Context: an optimization exercise on an open-source flow, tuned for small area. The choices shown serve that exercise and are no tape-out recipe.
The RTL was checked by simulation tests, not by an equivalence proof against the original design.
No driver is modelled on the clock port, so clock power and skew are understated where the tree is cut down; a real chip needs a root buffer or a tree.
Power is estimated from default activity; no workload was simulated.

==> flow/design.v <==
module YS_PWM (
  input        clk, rstn,
  input  [7:0] val_a, val_b,
  output       out_a, out_b
);
localparam [6:0] R0 = 7'b0111110;    
localparam [6:0] RX = 7'b0011111;    
reg [6:0]  r;
reg [12:0] q;
wire tick = (r == RX);
wire wrap = &{q[12:8], q[6], q[3], q[2]};
wire lo   = (q[12:9] == 4'd0);
wire mid  = (q[12:8] == 5'd2);
always @(posedge clk) begin
  if (!rstn) begin
    r <= R0; q <= 13'd8012;
  end else if (wrap) begin
    r <= R0; q <= 13'd12;
  end else begin
    r <= {r[5:0], ~(r[6] ^ r[5]) ^ tick};
    q <= q + {12'd0, tick};
  end
end
assign out_a = rstn & ~wrap & (lo | (mid & (q[7:0] < val_a)));
assign out_b = rstn & ~wrap & (lo | (mid & (q[7:0] < val_b)));
endmodule
module rc_receiver (
  input  iCLK,        
  input  iRESETn,     
  input  rf_in,       
  output led,         
  output servo_pwm,   
  output esc_pwm      
);
localparam [7:0] DEF = 8'h64;
localparam [12:0] T0 = 13'h0800;     
localparam [12:0] TH = 13'h0036;     
localparam [8:0]  L0 = 9'd19;     
wire rst = ~iRESETn;
reg [12:0] tc;         
reg        in_prev;
reg [8:0]  lc;         
reg        idle;       
reg [3:0]  b;          
reg [2:0]  n;          
reg [7:0]  d2, d3;     
reg        err;        
reg        bad;        
reg        cy;         
reg        m;          
reg        m64;        
reg        ld;         
reg [7:0]  servo_val, esc_val;
reg        led_r;
wire [15:0] dd = {d3, d2};
wire samp  = &{~tc[11], tc[10], ~tc[9], ~tc[8], ~tc[7], ~tc[6], ~tc[5], ~tc[4], ~tc[3], ~tc[2], ~tc[1], ~tc[0]};                   
wire l300  = &{~lc[7], ~lc[5], ~lc[4], ~lc[3], ~lc[2], ~lc[0]};                   
wire esat  = &{~dd[13], ~dd[12], dd[11], ~dd[10], dd[9], ~dd[8], ~dd[6], dd[5], dd[3], dd[1], ~dd[0]};                   
wire fail  = rf_in & idle & (cy | esat);          
wire enter = rf_in & ~idle & l300;                
wire idle_new = rf_in & (idle | l300);
wire act   = samp & ~idle_new;                    
wire count = samp & rf_in & idle & ~fail;         
wire sum_bit  = d2[0] ^ d3[0] ^ cy;
wire b0 = ~|b;                                    
wire b9 = b[3] & b[0];                            
wire k64      = b[1] & (b[2] | b[0]);             
wire data_bit = ~b0 & ~b9;
wire n01 = ~n[2] & ~n[1];                         
wire n2  = n[1] & ~n[0];
wire n3  = n[1] & n[0];
wire n4  = n[2];
wire stop = act & b9;
wire e9   = err | ~rf_in;                         
wire fend = stop & n4;
wire ok   = ~bad & ~(e9 ? m64 : m);
wire set64_all = rst | samp & (fail | enter) | (fend & ~ok);
wire set64_2 = set64_all | (stop & e9 & n2);
wire set64_3 = set64_all | (stop & e9 & n3);
wire sh2 = act & data_bit & (n2 | n4);
wire sh3 = act & data_bit & (n3 | n4);
always @(posedge iCLK) begin
  if (rst) begin
    tc <= T0;
    lc <= L0;
    idle <= 1'b0;
    b <= 4'd0;
    n <= 3'd0;
    ld <= 1'b1;
    led_r <= 1'b0;
  end else begin
    ld <= samp & (fail | fend);
    if (!samp) begin
      tc <= (~rf_in & in_prev & idle) ? TH : {tc[11:0], ~(tc[12] ^ tc[5])};
      in_prev <= rf_in;
    end else begin
      tc <= {tc[11:0], tc[12] ^ tc[5]};
      lc <= rf_in ? {lc[7:0], lc[8] ^ lc[1]} : L0;
      idle <= idle_new;
      if (idle_new) begin
        b <= 4'd0;
        n <= 3'd0;
      end else begin
        b <= b9 ? 4'd0 : b + 4'd1;
        if (b9) n <= n4 ? 3'd0 : n + 3'd1;
      end
      if (fend & ok) led_r <= ~led_r;
    end
  end
end
always @(posedge iCLK) begin
  if (ld) begin
    servo_val <= d2;
    esc_val <= d3;
  end
  if (samp & idle_new) cy <= fail;
  if (set64_2) d2 <= DEF;
  else if (count) d2 <= {d3[0], d2[7:1]};
  else if (sh2) d2 <= {n4 ? d2[0] : rf_in, d2[7:1]};
  if (set64_3) d3 <= DEF;
  else if (count) d3 <= {d2[0] ^ d2[3], d3[7:1]};
  else if (sh3) d3 <= {n4 ? d3[0] : rf_in, d3[7:1]};
  if (act) begin
    if (b0) err <= rf_in;
    if (n01) begin
      if (b0) bad <= (n[0] & bad) | rf_in;
      else bad <= bad | ~rf_in;
    end
    if (n4) begin
      if (b0) begin
        cy <= 1'b0; m <= 1'b0; m64 <= 1'b0;
      end else if (data_bit) begin
        cy <= (d2[0] & d3[0]) | (cy & (d2[0] ^ d3[0]));
        m <= m | (sum_bit ^ rf_in);
        m64 <= m64 | (sum_bit ^ k64);
      end
    end
  end
end
assign led = led_r & iRESETn;
YS_PWM pwm(.clk(iCLK), .rstn(iRESETn), .val_a(servo_val), .val_b(esc_val),
           .out_a(servo_pwm), .out_b(esc_pwm));
endmodule
Settings: LEC_CHECK=0, CAP_MARGIN=20, CORE_MARGIN=2, CORE_UTILIZATION=65, SLEW_MARGIN=20; clock period 20.8 ns.
standard.sh (not shown) runs the stock make flow with config.mk's settings and CLKGATE_MAP_FILE= SYNTH_SCRIPT=/design/flow/synth_recipe.tcl, a recipe that flattens the netlist after the stock synthesis.
==> flow/flow/run.sh <==
#!/bin/bash
# Layout flow: the standard layout (standard.sh, ORFS from synthesis to
# the final layout) with these changes:
#  - synthesis maps the combinational logic with area-oriented ABC scripts
#    (flow/abc_scripts.txt, through flow/synth.tcl, keeping the smallest
#    result) and leaves adders to ABC instead of mapping them to the library's
#    adder cells (ADDER_MAP_FILE empty); neither step touches the registers,
#    which stay the standard synthesis's;
#  - the input and output ports get buf_1 buffers;
#  - the clock tree is rebuilt after CTS by flow/clock_tree.tcl: a few large
#    leaf buffers driven from the clock port, one level for every flip-flop.
# Each tool's output goes to ORFS's logs under orfs/logs/; make's own output
# goes to flow.log in the work folder.
set -euo pipefail
W=$(pwd)
export MY_ABC_SCRIPTS="$W/flow/abc_scripts.txt"
export FLOW_SYNTH_TCL="$W/synth_recipe.tcl"
export MY_CLK_LEAVES=3
export MY_CLK_BUF=sky130_fd_sc_hd__clkbuf_16
bash standard.sh SYNTH_SCRIPT="$W/flow/synth.tcl" ADDER_MAP_FILE= \
  BUFFER_PORTS_ARGS="-inputs -outputs -buffer_cell sky130_fd_sc_hd__buf_1" \
  CTS_ARGS="-sink_clustering_enable -repair_clock_nets -dont_use_dummy_load -buf_list sky130_fd_sc_hd__clkbuf_8" \
  POST_CTS_TCL="$W/flow/clock_tree.tcl" \
  finish > "$W/flow.log" 2>&1
==> flow/flow/clock_tree.tcl <==
# Runs after ORFS's CTS step (POST_CTS_TCL): replaces TritonCTS's clock tree
# (a root buffer and leaf buffers) with MY_CLK_LEAVES leaf buffers of type
# MY_CLK_BUF, all driven straight from the clock port, each feeding the
# flip-flops of one cluster (balanced k-means on the flip-flop locations) from the
# cluster's centre. Every flip-flop is one buffer away from the port.
set block [ord::get_db_block]
set db [ord::get_db]
set clk_net [$block findNet iCLK]
set nleaf $::env(MY_CLK_LEAVES)
set bufm [$db findMaster $::env(MY_CLK_BUF)]

set olds {}
foreach inst [$block getInsts] {
  if {[string match "clkbuf_*_iCLK" [$inst getName]]} { lappend olds $inst }
}
foreach inst $olds {
  set n [[$inst findITerm X] getNet]
  odb::dbInst_destroy $inst
  if {$n ne "NULL" && [$n getName] ne "iCLK"} { odb::dbNet_destroy $n }
}
puts "clock_tree.tcl: removed [llength $olds] CTS buffers"

set sinks {}
set xs {}
set ys {}
foreach inst [$block getInsts] {
  set it [$inst findITerm CLK]
  if {$it eq "NULL" || $it eq ""} { continue }
  set bb [$inst getBBox]
  lappend sinks $it
  lappend xs [expr {([$bb xMin] + [$bb xMax]) / 2.0}]
  lappend ys [expr {([$bb yMin] + [$bb yMax]) / 2.0}]
}
set ns [llength $sinks]
puts "clock_tree.tcl: $ns clock sinks"

# k-means, started from sinks spread along x
set order [lsort -real -indices $xs]
set cx {}
set cy {}
for {set k 0} {$k < $nleaf} {incr k} {
  set j [lindex $order [expr {int(($k + 0.5) * $ns / $nleaf)}]]
  lappend cx [lindex $xs $j]
  lappend cy [lindex $ys $j]
}
# balanced k-means: each round assigns sink-centre pairs in order of distance,
# filling each cluster up to ceil(sinks / leaves), then moves the centres
set cap [expr {($ns + $nleaf - 1) / $nleaf}]
for {set iter 0} {$iter < 30} {incr iter} {
  set pairs {}
  for {set i 0} {$i < $ns} {incr i} {
    for {set k 0} {$k < $nleaf} {incr k} {
      lappend pairs [list [expr {abs([lindex $xs $i] - [lindex $cx $k]) + abs([lindex $ys $i] - [lindex $cy $k])}] $i $k]
    }
  }
  set pairs [lsort -real -index 0 $pairs]
  set asg [lrepeat $ns -1]
  set fill [lrepeat $nleaf 0]
  foreach p $pairs {
    lassign $p d i k
    if {[lindex $asg $i] >= 0 || [lindex $fill $k] >= $cap} { continue }
    lset asg $i $k
    lset fill $k [expr {[lindex $fill $k] + 1}]
  }
  set ncx {}
  set ncy {}
  for {set k 0} {$k < $nleaf} {incr k} {
    set sx 0.0; set sy 0.0; set c 0
    for {set i 0} {$i < $ns} {incr i} {
      if {[lindex $asg $i] == $k} {
        set sx [expr {$sx + [lindex $xs $i]}]
        set sy [expr {$sy + [lindex $ys $i]}]
        incr c
      }
    }
    if {$c > 0} {
      lappend ncx [expr {$sx / $c}]
      lappend ncy [expr {$sy / $c}]
    } else {
      lappend ncx [lindex $cx $k]
      lappend ncy [lindex $cy $k]
    }
  }
  set cx $ncx
  set cy $ncy
}

for {set k 0} {$k < $nleaf} {incr k} {
  set buf [odb::dbInst_create $block $bufm "myclkbuf_$k"]
  set net [odb::dbNet_create $block "myclknet_$k"]
  $net setSigType CLOCK
  [$buf findITerm A] connect $clk_net
  [$buf findITerm X] connect $net
  set c 0
  for {set i 0} {$i < $ns} {incr i} {
    if {[lindex $asg $i] == $k} {
      set it [lindex $sinks $i]
      $it disconnect
      $it connect $net
      incr c
    }
  }
  $buf setLocation [expr {int([lindex $cx $k])}] [expr {int([lindex $cy $k])}]
  $buf setPlacementStatus PLACED
  puts "clock_tree.tcl: buffer $k at ([lindex $cx $k], [lindex $cy $k]) drives $c flip-flops"
}

detailed_placement
check_placement -verbose
estimate_parasitics -placement
report_clock_skew
report_checks -path_delay min -format end
Other scripts of this flow, unchanged in this note and not shown: flow/flow/abc_scripts.txt, flow/flow/synth.tcl
Rerun with:
--- a/flow/flow/run.sh
+++ b/flow/flow/run.sh
@@ -8,3 +8,2 @@
 #    which stay the standard synthesis's;
-#  - the input and output ports get buf_1 buffers;
 #  - the clock tree is rebuilt after CTS by flow/clock_tree.tcl: a few large
@@ -20,3 +19,2 @@
 bash standard.sh SYNTH_SCRIPT="$W/flow/synth.tcl" ADDER_MAP_FILE= \
-  BUFFER_PORTS_ARGS="-inputs -outputs -buffer_cell sky130_fd_sc_hd__buf_1" \
   CTS_ARGS="-sink_clustering_enable -repair_clock_nets -dont_use_dummy_load -buf_list sky130_fd_sc_hd__clkbuf_8" \
--- a/flow/flow/clock_tree.tcl
+++ b/flow/flow/clock_tree.tcl
@@ -3,3 +3,3 @@
 # MY_CLK_BUF, all driven straight from the clock port, each feeding the
-# flip-flops of one cluster (balanced k-means on the flip-flop locations) from the
+# flip-flops of one cluster (k-means on the flip-flop locations) from the
 # cluster's centre. Every flip-flop is one buffer away from the port.
@@ -45,20 +45,12 @@
 }
-# balanced k-means: each round assigns sink-centre pairs in order of distance,
-# filling each cluster up to ceil(sinks / leaves), then moves the centres
-set cap [expr {($ns + $nleaf - 1) / $nleaf}]
-for {set iter 0} {$iter < 30} {incr iter} {
-  set pairs {}
+for {set iter 0} {$iter < 50} {incr iter} {
+  set asg {}
   for {set i 0} {$i < $ns} {incr i} {
+    set best 0
+    set bd 1e30
     for {set k 0} {$k < $nleaf} {incr k} {
-      lappend pairs [list [expr {abs([lindex $xs $i] - [lindex $cx $k]) + abs([lindex $ys $i] - [lindex $cy $k])}] $i $k]
+      set d [expr {abs([lindex $xs $i] - [lindex $cx $k]) + abs([lindex $ys $i] - [lindex $cy $k])}]
+      if {$d < $bd} { set bd $d; set best $k }
     }
-  }
-  set pairs [lsort -real -index 0 $pairs]
-  set asg [lrepeat $ns -1]
-  set fill [lrepeat $nleaf 0]
-  foreach p $pairs {
-    lassign $p d i k
-    if {[lindex $asg $i] >= 0 || [lindex $fill $k] >= $cap} { continue }
-    lset asg $i $k
-    lset fill $k [expr {[lindex $fill $k] + 1}]
+    lappend asg $best
   }
CORE_UTILIZATION = 40   (was 65)
Outcome: The new run finished clean; cell count went up by 8.2%; synthesized cell count is unchanged; cell area came out higher by 2.1%; power barely changes; via count shrinks by 1.9%; global-route usage came out lower by 9.2 points; sequential power stays flat.
Rerun with:
--- a/flow/flow/run.sh
+++ b/flow/flow/run.sh
@@ -8,2 +8,3 @@
 #    which stay the standard synthesis's;
+#  - the input and output ports get buf_1 buffers;
 #  - the clock tree is rebuilt after CTS by flow/clock_tree.tcl: a few large
@@ -19,2 +20,3 @@
 bash standard.sh SYNTH_SCRIPT="$W/flow/synth.tcl" ADDER_MAP_FILE= \
+  BUFFER_PORTS_ARGS="-inputs -outputs -buffer_cell sky130_fd_sc_hd__buf_1" \
   CTS_ARGS="-sink_clustering_enable -repair_clock_nets -dont_use_dummy_load -buf_list sky130_fd_sc_hd__clkbuf_8" \
--- a/flow/flow/clock_tree.tcl
+++ b/flow/flow/clock_tree.tcl
@@ -3,3 +3,3 @@
 # MY_CLK_BUF, all driven straight from the clock port, each feeding the
-# flip-flops of one cluster (k-means on the flip-flop locations) from the
+# flip-flops of one cluster (balanced k-means on the flip-flop locations) from the
 # cluster's centre. Every flip-flop is one buffer away from the port.
@@ -45,12 +45,20 @@
 }
-for {set iter 0} {$iter < 50} {incr iter} {
-  set asg {}
+# balanced k-means: each round assigns sink-centre pairs in order of distance,
+# filling each cluster up to ceil(sinks / leaves), then moves the centres
+set cap [expr {($ns + $nleaf - 1) / $nleaf}]
+for {set iter 0} {$iter < 30} {incr iter} {
+  set pairs {}
   for {set i 0} {$i < $ns} {incr i} {
-    set best 0
-    set bd 1e30
     for {set k 0} {$k < $nleaf} {incr k} {
-      set d [expr {abs([lindex $xs $i] - [lindex $cx $k]) + abs([lindex $ys $i] - [lindex $cy $k])}]
-      if {$d < $bd} { set bd $d; set best $k }
+      lappend pairs [list [expr {abs([lindex $xs $i] - [lindex $cx $k]) + abs([lindex $ys $i] - [lindex $cy $k])}] $i $k]
     }
-    lappend asg $best
+  }
+  set pairs [lsort -real -index 0 $pairs]
+  set asg [lrepeat $ns -1]
+  set fill [lrepeat $nleaf 0]
+  foreach p $pairs {
+    lassign $p d i k
+    if {[lindex $asg $i] >= 0 || [lindex $fill $k] >= $cap} { continue }
+    lset asg $i $k
+    lset fill $k [expr {[lindex $fill $k] + 1}]
   }
Outcome: The new run produced a clean layout; via count is higher by 2.4%; clock power is higher by about 2%; core utilization is lower by 0.36 points; sequential share of layout area is higher by 0.45 points; worst hold slack is worse by 0.0046 ns.
Rerun with:
GPL_TIMING_DRIVEN = 0   (was unset)
The changed run produced a clean layout.
Synthesized cell count is unchanged.
Sequential power is about the same.
Design area is about the same.
Wire length grows by 0.41%.
Combinational power barely changes.
Clock skew falls by 0.0032 ns.
Cell count is about the same.
No run of this note takes its clock network from TritonCTS; it comes from the design's own scripts or RTL.

what the ideal ports hide:
The flow's constraints put no driver on any port. The routed layouts listed below were extracted and timed again, unchanged, in two steps.
Step 1, drivers: a clkbuf_16 drives iCLK and a buf_2 each remaining input, both assumed.
Step 2 also shifts input and output timing later by t, the mid clock arrival at the registers, as if the neighbouring blocks saw the same clock.
Slacks: no drivers / after step 1 / after step 2; pairs: no drivers / after step 1.
run | shift t [ns] | setup WS [ns] | worst data-port slew with drivers (ns)
the first run | 0.231 | 10.407 / 10.381 / 10.381 | 0.03
the second run | 0.231 | 9.690 / 9.667 / 9.667 | 0.03
the third run | 0.231 | 10.360 / 10.334 / 10.334 | 0.03
the fourth run | 0.230 | 10.193 / 10.167 / 10.167 | 0.03
After both steps setup and hold are still met in every run listed.
